This is an optimization exercise on Yosys and OpenROAD, whose aim is small area, not a production implementation.
Only simulation tests tie the RTL to the original design; equivalence was not proved.
The clock port is modelled as an ideal driver, which makes a skipped or thinned clock tree look cheaper than it is; a real chip needs a root buffer or a tree.
No activity file was given, so power comes from the tool's default toggle rates.

==> inputs of onyx <==
Design LM35INO, start of the top module:
module LM35INO(
	input clk,
	input rst,
	input ack,
	input [9:0] db,
	output [7:0] sseg,
	output [5:0] en
);
==> module LM35INO, before the edit <==
module LM35INO(
	input clk,
	input rst,
	input ack,
	input [9:0] db,
	output [7:0] sseg,
	output [5:0] en
);
reg [14:0] ca;
reg ta_n;
wire ca_end = (ca & 15'd11007) == 15'd10922;
wire ca_clr = rst | ca_end;
always @(posedge clk) begin
	ca <= ca_clr ? 15'd630 : {~ca[13:0], ca[14] ^ ca[0]};
	ta_n <= rst | (ta_n ^ ca_end);
end
wire input_tick = ca_end & ta_n;
reg [15:0] cb;
reg tb_n;
wire cb_end = (cb & 16'd22527) == 16'd746;
wire cb_clr = rst | cb_end;
always @(posedge clk) begin
	cb <= cb_clr ? 16'd48720 : {~cb[14:0], ~(cb[15] ^ cb[6])};
	tb_n <= rst | (tb_n ^ cb_end);
end
wire sseg_tick = cb_end & tb_n;
reg [9:0] data;
always @(posedge clk)
	if (rst) data <= 10'd0;
	else if (input_tick & ack) data <= db;
function [3:0] st5;
	input [2:0] r;
	input b;
	reg [3:0] v;
	begin
		v = {r, b};
		st5[3] = (v >= 4'd5);
		st5[2:0] = (v >= 4'd5) ? v - 4'd5 : v;
	end
endfunction
reg [2:0] r1, r2;
reg [6:0] q1;
reg [3:0] q2, t;
integer i;
always @* begin
	r1 = {1'b0, data[9], data[8]};
	for (i = 7; i >= 1; i = i - 1) begin
		t = st5(r1, data[i]);
		q1[i-1] = t[3];
		r1 = t[2:0];
	end
	r2 = {1'b0, q1[6], q1[5]};
	q2[3:2] = 2'b00;
	for (i = 4; i >= 1; i = i - 1) begin
		t = st5(r2, q1[i]);
		q2[i-1] = t[3];
		r2 = t[2:0];
	end
end
wire [3:0] ones = {r1, data[0]};
wire [3:0] tens = {r2, q1[0]};
wire [3:0] hund = (q2 == 4'd10) ? 4'd0 : q2;
reg [1:0] pos;
reg [3:0] digit;
wire [1:0] pos_nx = (pos == 2'd1) ? 2'd3 : (pos == 2'd3) ? 2'd2 : 2'd1;
always @(posedge clk) begin
	if (rst) begin
		pos <= 2'd0;
		digit <= 4'd0;
	end else if (sseg_tick) begin
		pos <= pos_nx;
		digit <= (pos_nx == 2'd1) ? ones : (pos_nx == 2'd3) ? tens : hund;
	end
end
wire [15:0] seg_t0 = 16'b0000000000010010;
wire [15:0] seg_t1 = 16'b0110000001100000;
wire [15:0] seg_t2 = 16'b0000010000000100;
wire [15:0] seg_t3 = 16'b0000000010010010;
wire [15:0] seg_t4 = 16'b1011111010111010;
wire [15:0] seg_t5 = 16'b0000000010001110;
wire [15:0] seg_t6 = 16'b0000000010000011;
wire [6:0] seg_d = {seg_t6[digit], seg_t5[digit], seg_t4[digit], seg_t3[digit], seg_t2[digit], seg_t1[digit], seg_t0[digit]};
assign en = {3'b111, pos != 2'd2, pos != 2'd3, pos != 2'd1};
assign sseg = {pos != 2'd3, seg_d};
endmodule
clock: 20.0 ns
lec_check: 0
abc_area: 1
cap_margin: 20
core_margin: 2
core_utilization: 40
slew_margin: 20
standard.sh (not shown) runs the stock make flow with config.mk's settings and CLKGATE_MAP_FILE= SYNTH_SCRIPT=/design/flow/synth_recipe.tcl, a recipe that flattens the netlist after the stock synthesis.
==> flow/flow/run.sh <==
#!/bin/bash
# The standard layout (standard.sh) with these changes:
#  - synthesis is synth_recipe.tcl unchanged except that ABC maps the logic with
#    flow/abc_best.tcl (area-oriented scripts, no buffering or upsizing, best of
#    six seeds) and Yosys does not extract half/full adders before ABC
#    (ADDER_MAP_FILE empty);
#  - the port buffers are the smallest buffer cell;
#  - CTS uses clkbuf_4 and adds no dummy clock loads; flow/cts_post.tcl then makes
#    any clock buffer driving more than 12 flip-flops a clkbuf_8 and removes the
#    root clock buffer, so the clock port drives the 4 leaf buffers;
#  - the constant outputs share one tie cell (SKIP_REPAIR_TIE_FANOUT).
# Each tool's output goes to the ORFS logs; make's own output to standard.log.
set -euo pipefail
W=$(pwd)
export FLOW_FLOWDIR="$W/flow"
sed 's#log_cmd abc {\*}\$abc_args#source '"$W"'/flow/abc_best.tcl#' \
    "$FLOW_HOME/scripts/synth.tcl" > my_synth_body.tcl
grep -q "flow/abc_best.tcl" my_synth_body.tcl
sed "s#source \$::env(SCRIPTS_DIR)/synth.tcl#source $W/my_synth_body.tcl#" synth_recipe.tcl > my_synth.tcl
grep -q "my_synth_body.tcl" my_synth.tcl
sed -e "s#SYNTH_SCRIPT=[^ ]*#SYNTH_SCRIPT=$W/my_synth.tcl#" \
    -e "s#CLKGATE_MAP_FILE= #CLKGATE_MAP_FILE= ADDER_MAP_FILE= #" standard.sh > my_standard.sh
grep -q "my_synth.tcl" my_standard.sh
grep -q "ADDER_MAP_FILE= " my_standard.sh
export BUFFER_PORTS_ARGS="-buffer_cell sky130_fd_sc_hd__buf_1"
export CTS_ARGS="-sink_clustering_enable -repair_clock_nets -dont_use_dummy_load -buf_list {sky130_fd_sc_hd__clkbuf_4}"
export POST_CTS_TCL="$W/flow/cts_post.tcl"
export SKIP_REPAIR_TIE_FANOUT=1
bash my_standard.sh > standard.log 2>&1
==> flow/flow/abc_best.tcl <==
# Sourced by the synthesis in place of its single ABC call: maps the logic with each
# flow/abc_s*.script (the same area script with different random seeds for &deepsyn)
# and keeps the result with the smallest cell area.
set my_best ""
design -save my_pre_abc
foreach my_script [lsort [glob $::env(FLOW_FLOWDIR)/abc_s*.script]] {
  design -load my_pre_abc
  log_cmd abc {*}[lreplace $abc_args 1 1 $my_script]
  set my_stat [tee -q -s result.string stat {*}$lib_args]
  if { ![regexp {Chip area for module[^:]*:\s*([0-9.eE+]+)} $my_stat -> my_area] } {
    error "no area for $my_script"
  }
  puts "abc_best: $my_script gives area $my_area"
  if { $my_best eq "" || $my_area < $my_best } {
    set my_best $my_area
    design -save my_best_abc
  }
}
design -load my_best_abc
puts "abc_best: kept area $my_best"
==> flow/flow/abc_s0.script <==
strash
&get -n
&deepsyn -T 60 -S 0
&put
dch
amap
topo
stime -c
==> flow/flow/abc_s1.script <==
strash
&get -n
&deepsyn -T 60 -S 1
&put
dch
amap
topo
stime -c
==> flow/flow/abc_s2.script <==
strash
&get -n
&deepsyn -T 60 -S 2
&put
dch
amap
topo
stime -c
==> flow/flow/abc_s3.script <==
strash
&get -n
&deepsyn -T 60 -S 3
&put
dch
amap
topo
stime -c
==> flow/flow/abc_s4.script <==
strash
&get -n
&deepsyn -T 60 -S 4
&put
dch
amap
topo
stime -c
==> flow/flow/abc_s5.script <==
strash
&get -n
&deepsyn -T 60 -S 5
&put
dch
amap
topo
stime -c
==> flow/flow/cts_post.tcl <==
# Run by ORFS at the end of its CTS step (POST_CTS_TCL).
# 1. A clock buffer that drives more than 12 flip-flops is made a clkbuf_8, so that
#    clock-pin slews stay low.
estimate_parasitics -placement
foreach inst [get_cells clkbuf_*] {
  set out [get_pins -of_objects $inst -filter "direction==output"]
  set n [llength [get_pins -of_objects [get_nets -of_objects $out] -filter "direction==input"]]
  if { $n > 12 } {
    puts "cts_post: [get_full_name $inst] drives $n pins, now sky130_fd_sc_hd__clkbuf_8"
    replace_cell $inst sky130_fd_sc_hd__clkbuf_8
  }
}
set root [get_cells -quiet clkbuf_0_clk]
if { [llength $root] == 1 } {
  set rin [get_pins -of_objects $root -filter "direction==input"]
  set rout [get_pins -of_objects $root -filter "direction==output"]
  set innet [get_nets -of_objects $rin]
  set outnet [get_nets -of_objects $rout]
  set sinks [get_pins -of_objects $outnet -filter "direction==input"]
  set all_bufs 1
  foreach s $sinks {
    if { ![string match "*clkbuf*" [get_property [get_cells -of_objects $s] ref_name]] } { set all_bufs 0 }
  }
  if { [get_full_name $innet] eq "clk" && [llength $sinks] <= 4 && $all_bufs } {
    puts "cts_post: removing root buffer, clock port drives [llength $sinks] buffers"
    foreach s $sinks {
      disconnect_pin $outnet $s
      connect_pin $innet $s
    }
    disconnect_pin $innet $rin
    disconnect_pin $outnet $rout
    delete_instance $root
    delete_net $outnet
  }
}
detailed_placement
check_placement -verbose
estimate_parasitics -placement
==> tundra (differences from onyx) <==
--- a/flow/design.v
+++ b/flow/design.v
@@ -9,3 +9,3 @@
 reg [14:0] ca;
-reg ta_n;
+reg ta;
 wire ca_end = (ca & 15'd11007) == 15'd10922;
@@ -14,7 +14,7 @@
 	ca <= ca_clr ? 15'd630 : {~ca[13:0], ca[14] ^ ca[0]};
-	ta_n <= rst | (ta_n ^ ca_end);
+	ta <= ~rst & (ta ^ ca_end);
 end
-wire input_tick = ca_end & ta_n;
+wire input_tick = ca_end & ~ta;
 reg [15:0] cb;
-reg tb_n;
+reg tb;
 wire cb_end = (cb & 16'd22527) == 16'd746;
@@ -23,5 +23,5 @@
 	cb <= cb_clr ? 16'd48720 : {~cb[14:0], ~(cb[15] ^ cb[6])};
-	tb_n <= rst | (tb_n ^ cb_end);
+	tb <= ~rst & (tb ^ cb_end);
 end
-wire sseg_tick = cb_end & tb_n;
+wire sseg_tick = cb_end & ~tb;
 reg [9:0] data;
@@ -64,3 +64,3 @@
 reg [3:0] digit;
-wire [1:0] pos_nx = (pos == 2'd1) ? 2'd3 : (pos == 2'd3) ? 2'd2 : 2'd1;
+wire [1:0] pos_nx = (pos == 2'd3) ? 2'd1 : pos + 2'd1;
 always @(posedge clk) begin
@@ -71,15 +71,15 @@
 		pos <= pos_nx;
-		digit <= (pos_nx == 2'd1) ? ones : (pos_nx == 2'd3) ? tens : hund;
+		digit <= (pos_nx == 2'd1) ? ones : (pos_nx == 2'd2) ? tens : hund;
 	end
 end
-wire [15:0] seg_t0 = 16'b0000000000010010;
-wire [15:0] seg_t1 = 16'b0110000001100000;
-wire [15:0] seg_t2 = 16'b0000010000000100;
-wire [15:0] seg_t3 = 16'b0000000010010010;
-wire [15:0] seg_t4 = 16'b1011111010111010;
-wire [15:0] seg_t5 = 16'b0000000010001110;
-wire [15:0] seg_t6 = 16'b0000000010000011;
+wire [15:0] seg_t0 = 16'b1111110000010010;
+wire [15:0] seg_t1 = 16'b1111110001100000;
+wire [15:0] seg_t2 = 16'b1111110000000100;
+wire [15:0] seg_t3 = 16'b1111110010010010;
+wire [15:0] seg_t4 = 16'b1111111010111010;
+wire [15:0] seg_t5 = 16'b1111110010001110;
+wire [15:0] seg_t6 = 16'b1111110010000011;
 wire [6:0] seg_d = {seg_t6[digit], seg_t5[digit], seg_t4[digit], seg_t3[digit], seg_t2[digit], seg_t1[digit], seg_t0[digit]};
-assign en = {3'b111, pos != 2'd2, pos != 2'd3, pos != 2'd1};
-assign sseg = {pos != 2'd3, seg_d};
+assign en = {3'b111, pos != 2'd3, pos != 2'd2, pos != 2'd1};
+assign sseg = {pos != 2'd2, seg_d};
 endmodule
==> flow/run.sh (new file) <==
#!/bin/bash
# synth_recipe.tcl (not shown) runs the flow's synth.tcl, then flattens the netlist and writes it again
# the make line also repeats each setting of config.mk as NAME=value (left out here)
make -C /OpenROAD-flow-scripts/flow DESIGN_CONFIG=/design/flow/config.mk WORK_HOME=/design/flow/orfs CLKGATE_MAP_FILE= SYNTH_SCRIPT=/design/flow/synth_recipe.tcl finish
removed: flow/flow/run.sh
removed: flow/flow/abc_best.tcl
removed: flow/flow/abc_s0.script
removed: flow/flow/abc_s1.script
removed: flow/flow/abc_s2.script
removed: flow/flow/abc_s3.script
removed: flow/flow/abc_s4.script
removed: flow/flow/abc_s5.script
removed: flow/flow/cts_post.tcl
removed: flow/standard.sh
==> lagoon (differences from onyx) <==
--- a/flow/design.v
+++ b/flow/design.v
@@ -64,3 +64,3 @@
 reg [3:0] digit;
-wire [1:0] pos_nx = (pos == 2'd1) ? 2'd3 : (pos == 2'd3) ? 2'd2 : 2'd1;
+wire [1:0] pos_nx = (pos == 2'd3) ? 2'd1 : pos + 2'd1;
 always @(posedge clk) begin
@@ -71,3 +71,3 @@
 		pos <= pos_nx;
-		digit <= (pos_nx == 2'd1) ? ones : (pos_nx == 2'd3) ? tens : hund;
+		digit <= (pos_nx == 2'd1) ? ones : (pos_nx == 2'd2) ? tens : hund;
 	end
@@ -82,4 +82,4 @@
 wire [6:0] seg_d = {seg_t6[digit], seg_t5[digit], seg_t4[digit], seg_t3[digit], seg_t2[digit], seg_t1[digit], seg_t0[digit]};
-assign en = {3'b111, pos != 2'd2, pos != 2'd3, pos != 2'd1};
-assign sseg = {pos != 2'd3, seg_d};
+assign en = {3'b111, pos != 2'd3, pos != 2'd2, pos != 2'd1};
+assign sseg = {pos != 2'd2, seg_d};
 endmodule
--- a/flow/flow/run.sh
+++ b/flow/flow/run.sh
@@ -8,5 +8,3 @@
 #  - CTS uses clkbuf_4 and adds no dummy clock loads; flow/cts_post.tcl then makes
-#    any clock buffer driving more than 12 flip-flops a clkbuf_8 and removes the
-#    root clock buffer, so the clock port drives the 4 leaf buffers;
-#  - the constant outputs share one tie cell (SKIP_REPAIR_TIE_FANOUT).
+#    any clock buffer driving more than 12 flip-flops a clkbuf_8.
 # Each tool's output goes to the ORFS logs; make's own output to standard.log.
@@ -27,3 +25,2 @@
 export POST_CTS_TCL="$W/flow/cts_post.tcl"
-export SKIP_REPAIR_TIE_FANOUT=1
 bash my_standard.sh > standard.log 2>&1
==> flow/flow/cts_post.tcl (replaced) <==
# Run by ORFS at the end of its CTS step (POST_CTS_TCL): a clock buffer that drives
# more than 12 flip-flops is made a clkbuf_8, so that clock-pin slews stay low;
# the cells are then legalized again.
estimate_parasitics -placement
foreach inst [get_cells clkbuf_*] {
  set out [get_pins -of_objects $inst -filter "direction==output"]
  set n [llength [get_pins -of_objects [get_nets -of_objects $out] -filter "direction==input"]]
  if { $n > 12 } {
    puts "cts_post: [get_full_name $inst] drives $n pins, now sky130_fd_sc_hd__clkbuf_8"
    replace_cell $inst sky130_fd_sc_hd__clkbuf_8
  }
}
detailed_placement
check_placement -verbose
estimate_parasitics -placement
==> comparison <==
onyx ran to the end with no violations. lagoon completed with no timing, DRC or antenna violations. tundra finished with timing, DRC and antenna clean.
Clock skew: lagoon is higher than onyx (0.0049 ns).
In flip-flop and latch count, onyx and lagoon do not differ.
In sequential power, tundra and lagoon hardly differ.
Against onyx, the maximum frequency of tundra is smaller by 18%.
Wire length: tundra > lagoon > onyx.
First-iteration DRC count: onyx < tundra < lagoon.
Sequential share of layout area, highest first: onyx, lagoon, tundra.

-- static timing again, ports no longer ideal --
The flow's constraints put no driver on any port. The routed layouts listed below were extracted and timed again, unchanged, in two steps. Step 1 assumes that a clkbuf_16 drives the clock port and a buf_2 every other input. Step 2 moves the port delays by t, midway between the first and last clock arrival at a register: inputs arrive t later, outputs are due t later. That takes back most of the time a late clock gives input paths. Three values: no drivers, after step 1, after step 2; two values: the first two.
run | shift t [ns] | setup slack, ns | slew at the worst register clock pin (ns) | worst slew at a driven data input, ns | pins driven straight from the clock port
onyx | 0.196 | 14.454 / 14.411 / 14.607 | 0.11 / 0.11 | 0.04 | 4
tundra | 0.326 | 13.204 / 13.204 / 13.204 | 0.09 / 0.09 | 0.03 | 1
lagoon | 0.365 | 14.234 / 14.212 / 14.333 | 0.11 / 0.11 | 0.03 | 1
After both steps setup and hold are still met in every run listed.
